From an optimization exercise on the open Yosys and OpenROAD flow, aimed at small area; shortcuts taken in it are not production practice.
Only simulation tests tie the RTL to the original design; equivalence was not proved.

## flow/design.v (module list and top-level ports; edited modules follow where they fit)
// module fir_45: 7071 lines
// module fir45_fa: 4 lines
// module fir45_ha: 4 lines
module fir_45
   #(parameter W = 20)
   (input clk,
    input reset_b,
    input  [W-1:0] data_input,
    output [W-1:0] data_output);
  // ...
==> flow/run.sh <==
#!/bin/bash
# synth_recipe.tcl (not shown) runs the flow's synth.tcl, then flattens the netlist and writes it again
# the make line also repeats each setting of config.mk as NAME=value (left out here)
make -C /OpenROAD-flow-scripts/flow DESIGN_CONFIG=/design/flow/config.mk WORK_HOME=/design/flow/orfs CLKGATE_MAP_FILE= SYNTH_SCRIPT=/design/flow/synth_recipe.tcl finish
==> flow/config.mk <==
export PLATFORM = sky130hd
export DESIGN_NAME = fir_45
export DESIGN_NICKNAME = fir_45
export VERILOG_FILES = /design/flow/design.v
export SDC_FILE = /design/flow/constraint.sdc
export NUM_CORES = 4
export LEC_CHECK = 0
export CAP_MARGIN = 20
export CORE_MARGIN = 2
export CORE_UTILIZATION = 40
export SLEW_MARGIN = 20
export SYNTH_HIERARCHICAL = 1
==> flow/constraint.sdc <==
create_clock -name core_clock -period 12.0 [get_ports {clk}]
set_input_delay 2.4000 -clock core_clock [delete_from_list [all_inputs] [get_ports {clk}]]
set_output_delay 2.4000 -clock core_clock [all_outputs]
set_load 0.01 [all_outputs]
==> flow_results.org, run 1 <==
** Placed design
- Routability-driven placement finished with a final weighted congestion of 0.988.
- Worst slack after detailed placement :: 2320 ps

** Hold path
- Launch instance of the worst min-delay path :: d0[6]
- Class of the most critical hold timing path :: register to register
- Along the worst hold path, the cell count comes to 0.

** Worst setup path
- In this design, the critical path's most frequently occurring cell is sky130_fd_sc_hd__fa_1.
- Data required time at the worst endpoint :: 12730 ps
- R2r setup slk :: 2350 ps

** Logic synthesis
- Mux cell area share after synthesis :: 0
- The commonest cells after synthesis are sky130_fd_sc_hd__fa_1 (3063), sky130_fd_sc_hd__dfrtp_1 (1090), sky130_fd_sc_hd__inv_1 (486).
- Of the total synthesized cell area, the portion taken by XOR and XNOR cells is 0.
- The cell area that synthesis handed to floorplanning was 0.0921 mm2.
- The synthesized design spends more area on one cell type than any other, namely sky130_fd_sc_hd__fa_1.
- Ranking of synthesized cells by area :: sky130_fd_sc_hd__fa_1 (67%), sky130_fd_sc_hd__dfrtp_1 (30%), sky130_fd_sc_hd__inv_1 (2.0%), sky130_fd_sc_hd__dfstp_2 (0.97%), sky130_fd_sc_hd__ha_1 (0.86%)
- Number of different library cells in the post-synthesis netlist :: 6
- The synthesized-area fraction occupied by ao, oa, aoi and oai cells was 0.

** Floorplan
- Chip Height :: 484 um
- Starting utilization of the core area :: 0.402
- Standard-cell row count :: 176

** Timing
- Clock Skew :: 57.4 ps
- Setup repair after global routing left no endpoint under its margin.
- The tightest hold path in the finished design has a slack of 337 ps.
- Total count of hold-check failures in the final report :: 0
- The max-slew violation count is 0.

** Drt
- After detailed routing, the met2 layer carries 136000 um of wire.
- After detailed routing, no signal wire sits above met4.
- Iteration count of the initial detailed-routing pass :: 5
- Met3 wire length :: 25500 um

** Clocking
- Maximum count of clock buffers along a single path :: 3
- H-tree Lvls :: 4
- Sinks on the clock net :: 1124

** Final layout
- Leaving out filler cells and counting taps, the final layout contains 8084.
- Seq area share :: 0.278
- Final-layout non-clock buffer area share :: 0.00849
- Final design utilization :: 0.441
- Final-layout clock buffer total :: 175

** Status
- The run finished with no timing, DRC or antenna violations.
==> run 2, diff against run 1 <==
--- a/flow/config.mk
+++ b/flow/config.mk
@@ -7,6 +7,6 @@
 export LEC_CHECK = 0
 export CAP_MARGIN = 20
 export CORE_MARGIN = 2
-export CORE_UTILIZATION = 40
+export CORE_UTILIZATION = 65
 export SLEW_MARGIN = 20
 export SYNTH_HIERARCHICAL = 1
==> run 2 against run 1 <==
Against the previous run: die area is 38% lower; setup slack got worse by 530 ps; sequential share of layout area increased by 0.63 points; flip-flop and latch count stayed put; synthesized area unchanged; register-to-register slack worse by 530 ps; largest cell class unchanged; highest routed layer is now met5.
==> flow_results.org, run 2 <==
** GRT
- The via count of the first global-routing pass was 54100 (was 53100).
- The global-route total usage across every layer came to 0.466 (was 0.258).
- Global-route wire length before repair :: 440000 um (was 412000 um)
- The number of antenna violations at the first check in global routing came to 11 (was 1).
- The total congestion overflow after global routing was 0 (unchanged).
- Maximum number of pins on one net before global-route repair :: 173 (unchanged)

** Hold path
- Class of the most critical hold timing path :: register to register (unchanged)

** Drt
- Vias :: 44900 (was 42400)
- The average wire length per cell after detail routing is 45.0 um (was 35.3 um).
- The DRC violation count after routing is 0 (unchanged).
- Ratio of routed vias to standard cells :: 6.50 (was 5.24)
- The antenna violation net count after detailed routing came to 0 (unchanged).
- Iteration count of the initial detailed-routing pass :: 5 (unchanged)
- The detailed router's first-iteration violation count was 5602 (was 4185).
- Overall routed net length :: 311000 um (was 286000 um)

** Logic synthesis
- The most used flip-flop cell after synthesis is sky130_fd_sc_hd__dfrtp_1 (unchanged).
- The count of mapped cells out of synthesis came to 4739 (unchanged).
- Warnings, synthesis :: 7 (unchanged)
- The synthesized area divided by synthesized cell count is 19.4 um2 (unchanged).
- Leading area contributor after synthesis :: sky130_fd_sc_hd__fa_1 (unchanged)
- Share of flip-flops with an asynchronous set or reset :: 1.00 (unchanged)
- Synthesized netlist net count :: 7887 (unchanged)
- Number of enable flip-flop cells after synthesis :: 0 (unchanged)
- Proportion of synthesized chip area in sequential cells :: 0.306 (unchanged)
- The fraction of post-synthesis cell area in the top cell type by area was 0.665 (unchanged).
- Post-synth top cells: sky130_fd_sc_hd__fa_1 (3063), sky130_fd_sc_hd__dfrtp_1 (1090), sky130_fd_sc_hd__inv_1 (486) (unchanged).
- Ranking of synthesized cells by area :: sky130_fd_sc_hd__fa_1 (67%), sky130_fd_sc_hd__dfrtp_1 (30%), sky130_fd_sc_hd__inv_1 (2.0%), sky130_fd_sc_hd__dfstp_2 (0.97%), sky130_fd_sc_hd__ha_1 (0.86%) (unchanged)
- Number of different library cells in the post-synthesis netlist :: 6 (unchanged)
- The cell area after synthesis was 0.0921 mm2 (unchanged).
- Dominant cell by count in the synthesized netlist :: sky130_fd_sc_hd__fa_1 (unchanged)
- Post-synthesis register bit count :: 1124 (unchanged)

** Floorplan
- The height of the die is 381 um (was 484 um).
- The width of the chip came to 381 um (was 484 um).
- The overall die area came to 0.145 mm2 (was 0.234 mm2).
- The standard-cell row count is 138 (was 176).
- The top-level port count is 42 (unchanged).
- Starting utilization of the core area :: 0.653 (was 0.402)
- The area of the core is 0.141 mm2 (was 0.229 mm2).

** Worst setup path
- Number of buffers and inverters on the critical path :: 1 (was 0)
- The startpoint type of the worst setup path is a register (unchanged).
- The data arrival time at the worst-slack endpoint came to 10870 ps (was 10370 ps).
- Critical-path cell list: fa_1, fa_1, fa_1, fa_1, fa_1, fa_1, fa_1, fa_1, fa_1, fa_1, fa_1, fa_1, fa_1, fa_1, fa_1, fa_1, fa_1, inv_1, fa_1, fa_1 (was fa_1, fa_1, fa_1, fa_1, fa_1, fa_1, fa_1, fa_1, fa_1, fa_1, fa_1, fa_1, fa_1, fa_1, fa_1, fa_1, fa_1, fa_1, fa_1).
- Data required time at the worst endpoint :: 12700 ps (was 12730 ps)
- Top delay family on crit path :: adder cells (unchanged)
- Slowest CP cell :: sky130_fd_sc_hd__fa_1 (unchanged)
- The largest fanout of any net on the critical path is 8 (was 6).
- Crit path largest cell delay :: 1040 ps (was 1000 ps)
- R2r setup slk :: 1830 ps (was 2350 ps)
- Cell type with the highest occurrence count on the critical path :: sky130_fd_sc_hd__fa_1 (unchanged)
- Startpoint-to-endpoint class of the critical path :: register to register (unchanged)
- Capturing element type of the critical path :: register (unchanged)

** Final layout
- Top library cells by usage in the layout, fill and taps aside :: sky130_fd_sc_hd__fa_1 (3063), sky130_fd_sc_hd__dfrtp_1 (1090), sky130_fd_sc_hd__inv_1 (486), sky130_fd_sc_hd__clkbuf_16 (109), sky130_fd_sc_hd__ha_1 (63) (was sky130_fd_sc_hd__fa_1 (3063), sky130_fd_sc_hd__dfrtp_1 (1090), sky130_fd_sc_hd__inv_1 (486), sky130_fd_sc_hd__clkbuf_16 (132), sky130_fd_sc_hd__ha_1 (63))
- Share of layout cells above drive strength 1 :: 0.0478 (was 0.0589)
- Area overhead of the layout relative to synthesis :: 7.45% (was 9.87%)
- The number of nets in the layout is 8058 (was 8110).
- The most common cell after layout, fill and taps aside is sky130_fd_sc_hd__fa_1 (unchanged).

** Timing
- Setup TNS :: 0 ps (unchanged)
- Finish-stage setup viols :: 0 (unchanged)
- Max Freq :: 0.0983 GHz (was 0.104 GHz)
- The worst path setup slack after routing came to 1830 ps (was 2350 ps).
- Clock Skew :: 85.3 ps (was 57.4 ps)
- The final hold violation count is 0 (unchanged).
- RSZ-0062 raised after global routing :: no (unchanged)
- Worst slew margin relative to its limit :: 0.328 (was 0.295)
- Final period demand of the worst path :: 10170 ps (was 9650 ps)
- The share of the clock period used by the worst path came to 0.848 (was 0.804).
- Slew at the pin with the worst max-slew slack :: 1010 ps (was 1060 ps)
- The max-slew violation count was 0 (unchanged).

** Placed design
- The HPWL after detailed placement came to 272000 um (was 257000 um).
- The number of buffer cells added on primary ports is 41 (unchanged).
- Worst slack after detailed placement :: 2010 ps (was 2320 ps)
- RePlAce Congestion :: 1.12 (was 0.988)

** Clocking
- The CTS tree was built (unchanged).
- The root buffer selected by CTS was sky130_fd_sc_hd__clkbuf_16 (unchanged).
- Clock buffer count from CTS :: 109 (was 130)
- The post-CTS repair timing setup buffer count was 0 (unchanged).
- Sinks on the clock net :: 1124 (unchanged)
- Clock transition time at the flip-flop clock pins of the worst setup and hold paths :: 70 ps (was 60 ps)
- The CTS H-tree depth was 3 (was 4).
- The buffer levels on the longest clock path was 3 (unchanged).
- The clock latency reported for the late side of the worst-skew pair was 780 ps (was 830 ps).
- The count of cells resized by post-cts repair was 0 (unchanged).
- Hold buffer count at cts :: 0 (unchanged)

** Status
- Run status :: finished clean (unchanged)

** Job
- Number of violations of the max-capacitance limit :: 0 (unchanged)
==> run 2: cell counts after synthesis <==
No cell type changed its count.
==> run 2: modules after synthesis, one instance, submodules excluded <==
module / cells / cell area [um2] / copies in the design / flops+latches
fir_45: 1634 / 30300 / 1 / 1124
fir45_ha: 1 / 12.5 / 42 / 0
fir45_fa: 1 / 20.0 / 3063 / 0
==> run 2: cells by family after synthesis <==
logic type	after synthesis	synth area share
adder cells (fa/ha/maj)	3126	0.674
AND/OR/NAND/NOR	3	0.000448
flip-flops	1124	0.306
buffers and inverters	486	0.0198
==> run 2: area by class of cell <==
cell class | count | area [um2]
repair buffers | 60 | 621
diodes | 15 | 37.5
clock buffers | 149 | 3060
fillers | 8781 | 42100
clock inverters | 55 | 785
inverters | 486 | 1820
flip-flops and latches | 1124 | 28200
multi-input cells | 3129 | 62100
well taps | 1890 | 2360
==> run 2: worst paths after layout <==
path | startpoint | to | cells past startpoint
hold / removal | d2[3] | d3[3] | 0
min in group asynchronous | reset_b | q[11] | 1
max in group asynchronous | reset_b | d30[8] | 3
setup / recovery | d24[10] | p8608 | 20
hold reg to reg | d2[3] | d3[3] | 0
setup reg to reg | d24[10] | p8608 | 20
==> run 2: per-layer routing <==
layer | share of wire | vias to the layer above | GRT usage
li1 | - | 14300 | -
met1 | 0.36 | 26000 | 0.661
met2 | 0.42 | 3831 | 0.623
met3 | 0.16 | 707 | 0.235
met4 | 0.055 | 10 | 0.199
met5 | 0.00071 | - | 0.00794
==> run 2: through the flow <==
stage / instances / hold slack (ps) / area [um2] / utilization
after floorplan: 4739 / 331 / 92100 / -
after global placement: 6689 / 332 / 95100 / 0.674
after detailed placement: 6689 / 335 / 95100 / 0.674
after CTS: 6893 / 291 / 99000 / 0.702
after global routing: 6897 / 310 / 99000 / 0.702
final: 6908 / 300 / 99000 / 0.702

## re-timing with driven ports
The results above use ideal ports. As a check the final layouts listed here were re-extracted and re-timed, cells and wires unchanged.
Step 1, drivers: a clkbuf_16 drives clk and a buf_2 each remaining input, both assumed.
Step 2 times the ports against the registers' clock, not the clock port: input delays grow and output delays shrink by t, the midpoint of the rising clock arrivals with the driver on.
Slacks: ideal / step 1 / step 2; pairs: ideal / step 1.
run | t, ns | slack for setup (ns) | cell pins on the clock port's net
run 1 | 0.894 | 2.354 / 2.354 / 2.354 | 1
run 2 | 0.820 | 1.826 / 1.826 / 1.826 | 1
After both steps setup and hold are still met in every run listed.
